From an optimization exercise on the open Yosys and OpenROAD flow, aimed at small area; shortcuts taken in it are not production practice.
The RTL was checked by simulation tests, not by an equivalence proof against the original design.
Power and IR drop assume default switching activity.

north:
==> flow/design.v (excerpt) <==
module main (clk, rst, zeroLevel, mediaLevel, highLevel ,sp512, sn512, sn64, sp8, sn1, sinput, szero,sck,cs,miso,mosi);
    input clk, rst, zeroLevel, mediaLevel, highLevel;
    output wire sp512, sn512, sinput, szero;
    output reg sn64,sp8, sn1;
    input wire sck;
    input wire cs;
    output wire miso;
    input wire mosi;
    localparam W = 14;
    wire p0, p1, p2, p122, p126, p247;
    wire tick;
    wire ft;
    wire ru;
    reg act;
    reg rundownreg;
    wire sRD  = act && rundownreg;
    wire sN64 = act && sn64;
    wire sP8  = act && sp8;
    wire sN1  = act && sn1;
    wire start;
    wire isrunup;
    wire runupw;
    wire modestN, modestP;
    wire rdown;
    reg [W-1:0] pwmNB, pwmPB;
    wire [2:0] nrun;
    reg [2:0] stNrun;
    reg [W-1:0] stpwmNB, stpwmPB;
    reg [11:0] strundown;
    reg [7:0]  stN64;
    reg [7:0]  stP8;
    reg [7:0]  stN1;
    reg [11:0] trundown;
    reg [7:0]  tN64;
    reg [7:0]  tP8;
    reg [7:0]  tN1;
    reg [2:0]  error;
    wire [2:0] nplc;
    wire sgrundown;
    wire startRise;
    reg [1:0] vcnt;
    wire valid = vcnt[1];
    wire [W-1:0] stpwmPA;
    function [W-1:0] tfun;
        input [2:0] n;
        integer i, j;
        reg [W-1:0] t;
        begin
            for(i = 0; i < W; i = i + 1) begin
  ...
For scale: about 780 cells after synthesis, about 16 I/O pins.
clock: 10.0 ns
lec_check: 0
cap_margin: 20
core_margin: 2
core_utilization: 60
slew_margin: 20
standard.sh (not shown) runs the stock make flow with config.mk's settings and CLKGATE_MAP_FILE= SYNTH_SCRIPT=/design/flow/synth_recipe.tcl, a recipe that flattens the netlist after the stock synthesis.
==> flow/flow/run.sh <==
#!/bin/bash
# Layout: the standard flow (standard.sh, standard synthesis unchanged)
# with settings of its own, passed to ORFS through the environment:
#  - clock tree synthesis: no dummy loads, clkbuf_16 leaf buffers, small
#    root and tree buffers (the design has large timing slack)
#  - port buffering: every input and output port still gets a buffer, a buf_1
# The make output goes to standard.log here; ORFS keeps its per-step logs
# under orfs/logs.
set -euo pipefail
export CTS_ARGS="-sink_clustering_enable -repair_clock_nets -dont_use_dummy_load -sink_clustering_size 30 -sink_clustering_max_diameter 100 -buf_list sky130_fd_sc_hd__clkbuf_16 -root_buf sky130_fd_sc_hd__clkbuf_2 -tree_buf sky130_fd_sc_hd__clkbuf_2"
export BUFFER_PORTS_ARGS="-buffer_cell sky130_fd_sc_hd__buf_1"
bash standard.sh > standard.log 2>&1
Inputs modified between north and south:
diff --git a/flow/design.v b/flow/design.v
--- a/flow/design.v
+++ b/flow/design.v
@@ -1,10 +1,9 @@
-module clkgen (clk, rst, tick, ft, p0, p1, p2, p122, p126, p247);
+module clkgen (clk, rst, tick, p0, p1, p2, p122, p126, p247);
     input clk, rst;
     output wire tick;
-    output wire ft;      
     output wire p0, p1, p2, p122, p126, p247;
     reg [7:0] ph;
     reg [6:0] ms;
     function [7:0] phnext;
         input [7:0] s;
         phnext = {s[6:0], s[7] ^ s[5] ^ s[4] ^ s[3]};
@@ -15,13 +14,12 @@
     endfunction
     localparam [7:0] PH0 = 8'h01;
     localparam [6:0] MS0 = 7'h01;
     wire r100k = (ph == PH(249));
     assign tick = r100k && (ms == MS(49));
     assign p0 = (ph == PH(0));
-    assign ft = p0 && (ms == MS(50));
     assign p1 = (ph == PH(1));
     assign p2 = (ph == PH(2));
     assign p122 = (ph == PH(122));
     assign p126 = (ph == PH(126));
     assign p247 = (ph == PH(247));
     always @(posedge clk or negedge rst)
@@ -249,20 +247,18 @@
     input wire cs;
     output wire miso;
     input wire mosi;
     localparam W = 14;
     wire p0, p1, p2, p122, p126, p247;
     wire tick;
-    wire ft;
-    wire ru;
-    reg act;
-    reg rundownreg;
+    reg ru, act;
     wire sRD  = act && rundownreg;
     wire sN64 = act && sn64;
     wire sP8  = act && sp8;
     wire sN1  = act && sn1;
+    reg rundownreg;
     wire start;
     wire isrunup;
     wire runupw;
     wire modestN, modestP;
     wire rdown;
     reg [W-1:0] pwmNB, pwmPB;
@@ -306,18 +302,16 @@
     generate
         for(gi = 0; gi < W; gi = gi + 1) begin : sub
             assign stpwmPA[gi] = nruns[gi] ^ stpwmPB[gi] ^ brw[gi];
             assign brw[gi+1] = (!nruns[gi] && (stpwmPB[gi] || brw[gi])) || (stpwmPB[gi] && brw[gi]);
         end
     endgenerate
-    assign ru = (start && !ft) || sinput || (rdown && (ft || nrun == 3'd0))
-              || (szero && ft && nrun == 3'd0);
     assign isrunup = ru;
     assign sp512 = isrunup? runupw: rundownreg;
     assign sgrundown = rdown && (nrun != 3'd0);
-    clkgen tb0(.clk(clk), .rst(rst), .tick(tick), .ft(ft), .p0(p0), .p1(p1), .p2(p2), .p122(p122), .p126(p126), .p247(p247));
+    clkgen tb0(.clk(clk), .rst(rst), .tick(tick), .p0(p0), .p1(p1), .p2(p2), .p122(p122), .p126(p126), .p247(p247));
     siggen gen(.clk(clk),.en(tick),.rst(rst),.npl(nplc),.zero(szero),.runup(sinput),.start(start),.startRise(startRise),.nrun(nrun),.rdown(rdown));
     pwmgen pwmN(.clk(clk), .rst(rst), .enable(sinput), .mode(!mediaLevel), .p0(p0), .p2(p2), .p122(p122), .p126(p126), .p247(p247), .pwm(sn512), .modest(modestN));
     pwmgen pwmP(.clk(clk), .rst(rst), .enable(sinput), .mode(highLevel), .p0(p0), .p2(p2), .p122(p122), .p126(p126), .p247(p247), .pwm(runupw), .modest(modestP));
     spi aaa(.stpwmNB(stpwmNB), .stpwmPA(stpwmPA), .stpwmPB(stpwmPB), .strundown(strundown),
             .stN64(stN64), .stP8(stP8), .stN1(stN1), .valid(valid), .sck(sck), .cs(cs),.mosi(mosi), .miso(miso), .error(error), .nplc(nplc), .msclk(clk), .rst(rst));
     always @(posedge clk or negedge rst)
@@ -375,28 +369,33 @@
             tN1 <= tN1 + (n1Enter || n1Count);
         end
     end
     always @(posedge clk or negedge rst)
     begin
         if(!rst) begin
+            ru <= 1'b0;
             act <= 1'b0;
             sn64 <= 1'b0;
             sp8 <= 1'b0;
             sn1 <= 1'b0;
             rundownreg  <= 1'b1;
             error <= 3'b0;
         end
         else if(szero) begin
             sn1 <= 1'b0;
             sp8 <= 1'b0;
             sn64 <= 1'b0;
             rundownreg <= 1'b0;
+            ru <= 1'b0;
             act <= 1'b0;
         end
         else begin
+            if(!ru && !act && start)
+                ru <= 1'b1;
             if(ru && sgrundown) begin
+                ru <= 1'b0;
                 rundownreg  <= 1'b1;
                 act <= zeroLevel;
                 error <= zeroLevel ? 3'd0 : 3'd1;
             end
             if(sRD) begin
                 if(zeroLevel) begin
==> run notes <==
As of south, number of signal-net inverters in the final layout had risen by more than 10% compared to north. south ends up with a synthesized cell count that is 25 higher than in north. The startpoint of the most critical setup path comes out stpwmPB[1] in one run and stpwmPB[0] in the other, namely in south and north respectively. | number of sequential cells | south vs north | 1 higher |. Compared with north, in south critical path depth held, sequential standard cell area picked up an extra 0.44%, worst setup timing slack at the placement stage higher. Die extent in x: south vs north up about 0.8%. north → south: basic-gate share of the synthesized area counting and, or, nand and nor cells went up by 0.72 points; total routed wirelength went up by 3.7%; total global routing track utilization went up by 0.20 points; met1 track utilization from global routing went up by 2.4 points. south: global-route wire length before repair is 0.33% higher than what north reported. Routability congestion estimate from global placement delta for south relative to north: 0.034 higher.

Another version of the RTL of main (not shown whole).
Size in the first run: roughly 820 cells after synthesis, roughly 220 flip-flops, about 16 I/O pins, about 9500 µm² of cells after synthesis.
==> module spi, before the edit <==
module spi (
    stpwmNB,stpwmPA,stpwmPB,strundown,stN64,stP8,stN1,valid,sck,cs,miso,mosi,error,msclk,nplc,rst
);
    parameter W = 14;
    input wire [W-1:0] stpwmNB;
    input wire [W-1:0] stpwmPA;
    input wire [W-1:0] stpwmPB;
    input wire [11:0] strundown;
    input wire [7:0]  stN64;
    input wire [7:0]  stP8;
    input wire [7:0]  stN1;
    input wire valid;        
    input wire [2:0]  error;
    input wire sck;
    input wire cs;
    input wire msclk;
    input wire rst;
    output reg miso;
    output reg [2:0] nplc;
    input wire mosi;
    reg sck1,sck2, cs1, cs2;
    wire sckPosedge;
    wire csEdge;
    reg [2:0] status;
    reg [4:0] counter;
    reg [31:0] tmp;      
    parameter            IDLE   = 3'd0 ;
    parameter            NA   = 3'd1 ;
    parameter            NB  = 3'd2 ;
    parameter            PA  = 3'd3 ;
    parameter            PB  = 3'd4 ;
    parameter            RD  = 3'd5 ;
    parameter            OTHER  = 3'd6 ;
    assign sckPosedge = sck1 && !sck2;
    assign csEdge = !cs1 && cs2;
    wire isNA = (status == NA);
    wire wend = (counter == 5'd31);
    wire selNB = wend && isNA && valid;
    wire selPA = wend && (status == NB) && valid;
    wire selPB = wend && (status == PA) && valid;
    wire selE  = wend && (status == PB);
    wire selRD = selE && valid;
    wire selOT = wend && (status == RD) && valid;
    wire [31:0] nextw = ({32{selNB}} & {{(32-W){1'b0}}, stpwmNB})
                      | ({32{selPA}} & {{(32-W){1'b0}}, stpwmPA})
                      | ({32{selPB}} & {{(32-W){1'b0}}, stpwmPB})
                      | ({32{selE}}  & {1'b0, error, 28'b0})
                      | ({32{selRD}} & {4'b0, strundown, stN64, stP8})
                      | ({32{selOT}} & {stN1, 24'b0});
    wire [31:0] shifted = {tmp[30:0], mosi && isNA} & {32{!(isNA && wend)}};
    always @(posedge msclk) begin
        if(sckPosedge)
            tmp <= shifted | nextw;
    end
    always @(posedge msclk) begin
        sck1 <= sck;
        sck2 <= sck1;
        cs1 <= cs;
        cs2 <= cs1;
        if(!rst) begin
            nplc <= 3'd2;
            counter <= 5'b0;
            status <= IDLE;
            miso <= 1'b0;
        end
        else begin
            if(cs) begin
                counter <= 5'b0;
                status <= IDLE;
                miso <= 1'b0;
            end
            else begin
                if(csEdge) begin
                    status <= NA;
                    miso <= 1'b0;
                end
                else if (sckPosedge) begin
                    counter <= counter + 5'b1;
                    miso <= isNA ? wend : tmp[31];
                    if(isNA && (counter == 5'd16) && tmp[15] && !tmp[10])
                        nplc <= tmp[2:0];
                    if(wend)
                        status <= (status == OTHER) ? NA : status + 3'd1;
                    if(status == IDLE) begin
                        counter <= 5'b0;
                        status <= NA;
                        miso <= 1'b0;
                    end
                end
            end
        end
    end
endmodule
Settings: LEC_CHECK=0, CAP_MARGIN=20, CORE_MARGIN=2, CORE_UTILIZATION=60, SLEW_MARGIN=20; clock period 10.0 ns.
Scripts as last shown in full above: flow/flow/run.sh
Next try:
--- a/flow/design.v
+++ b/flow/design.v
@@ -218,13 +218,20 @@
                 else if (sckPosedge) begin
                     counter <= counter + 5'b1;
                     miso <= isNA ? wend : tmp[31];
                     if(isNA && (counter == 5'd16) && tmp[15] && !tmp[10])
                         nplc <= tmp[2:0];
                     if(wend)
-                        status <= (status == OTHER) ? NA : status + 3'd1;
+                        case(status)
+                            NA: status <= NB;
+                            NB: status <= PA;
+                            PA: status <= PB;
+                            PB: status <= RD;
+                            RD: status <= OTHER;
+                            default: status <= NA;
+                        endcase
                     if(status == IDLE) begin
                         counter <= 5'b0;
                         status <= NA;
                         miso <= 1'b0;
                     end
                 end
What happened: Sequential share of layout area increases by 0.39 points. Die area barely changes. Critical path depth drops by 1. Hold slack hardly moves. Maximum frequency hardly moves. Wire length is lower by about 1.5%. First-iteration DRC count fell by 24%. Power came out lower by about 16%. Non-clock buffer count came out higher by 2. Clock power stays flat. Register-to-register slack stays flat.

-- what the ideal ports hide --
In the flow no input, the clock included, has a driving cell. The finished layouts below were timed again as built, in two steps. Step 1: set_driving_cell puts a clkbuf_16 on clk and a buf_2 on each other input, an assumption about the parent block. Step 2 times the ports against the registers' clock, not the clock port: input delays grow and output delays shrink by t, the midpoint of the rising clock arrivals with the driver on. Three values: ideal ports, drivers, drivers and shift; two values: the first two.
run | t, ns | setup slack, ns | hold WS [ns] | worst data-port slew with drivers (ns) | cell pins on the clock port's net
north | 0.663 | 4.661 / 4.661 / 4.661 | 0.357 / 0.357 / 0.357 | 0.05 | 1
south | 0.663 | 4.791 / 4.791 / 4.791 | 0.336 / 0.336 / 0.336 | 0.04 | 1
the first run of note 2 | 0.703 | 5.269 / 5.269 / 5.269 | 0.355 / 0.355 / 0.355 | 0.03 | 1
the second run of note 2 | 0.680 | 5.258 / 5.258 / 5.258 | 0.354 / 0.354 / 0.354 | 0.03 | 1
After both steps every run listed still meets setup and hold.
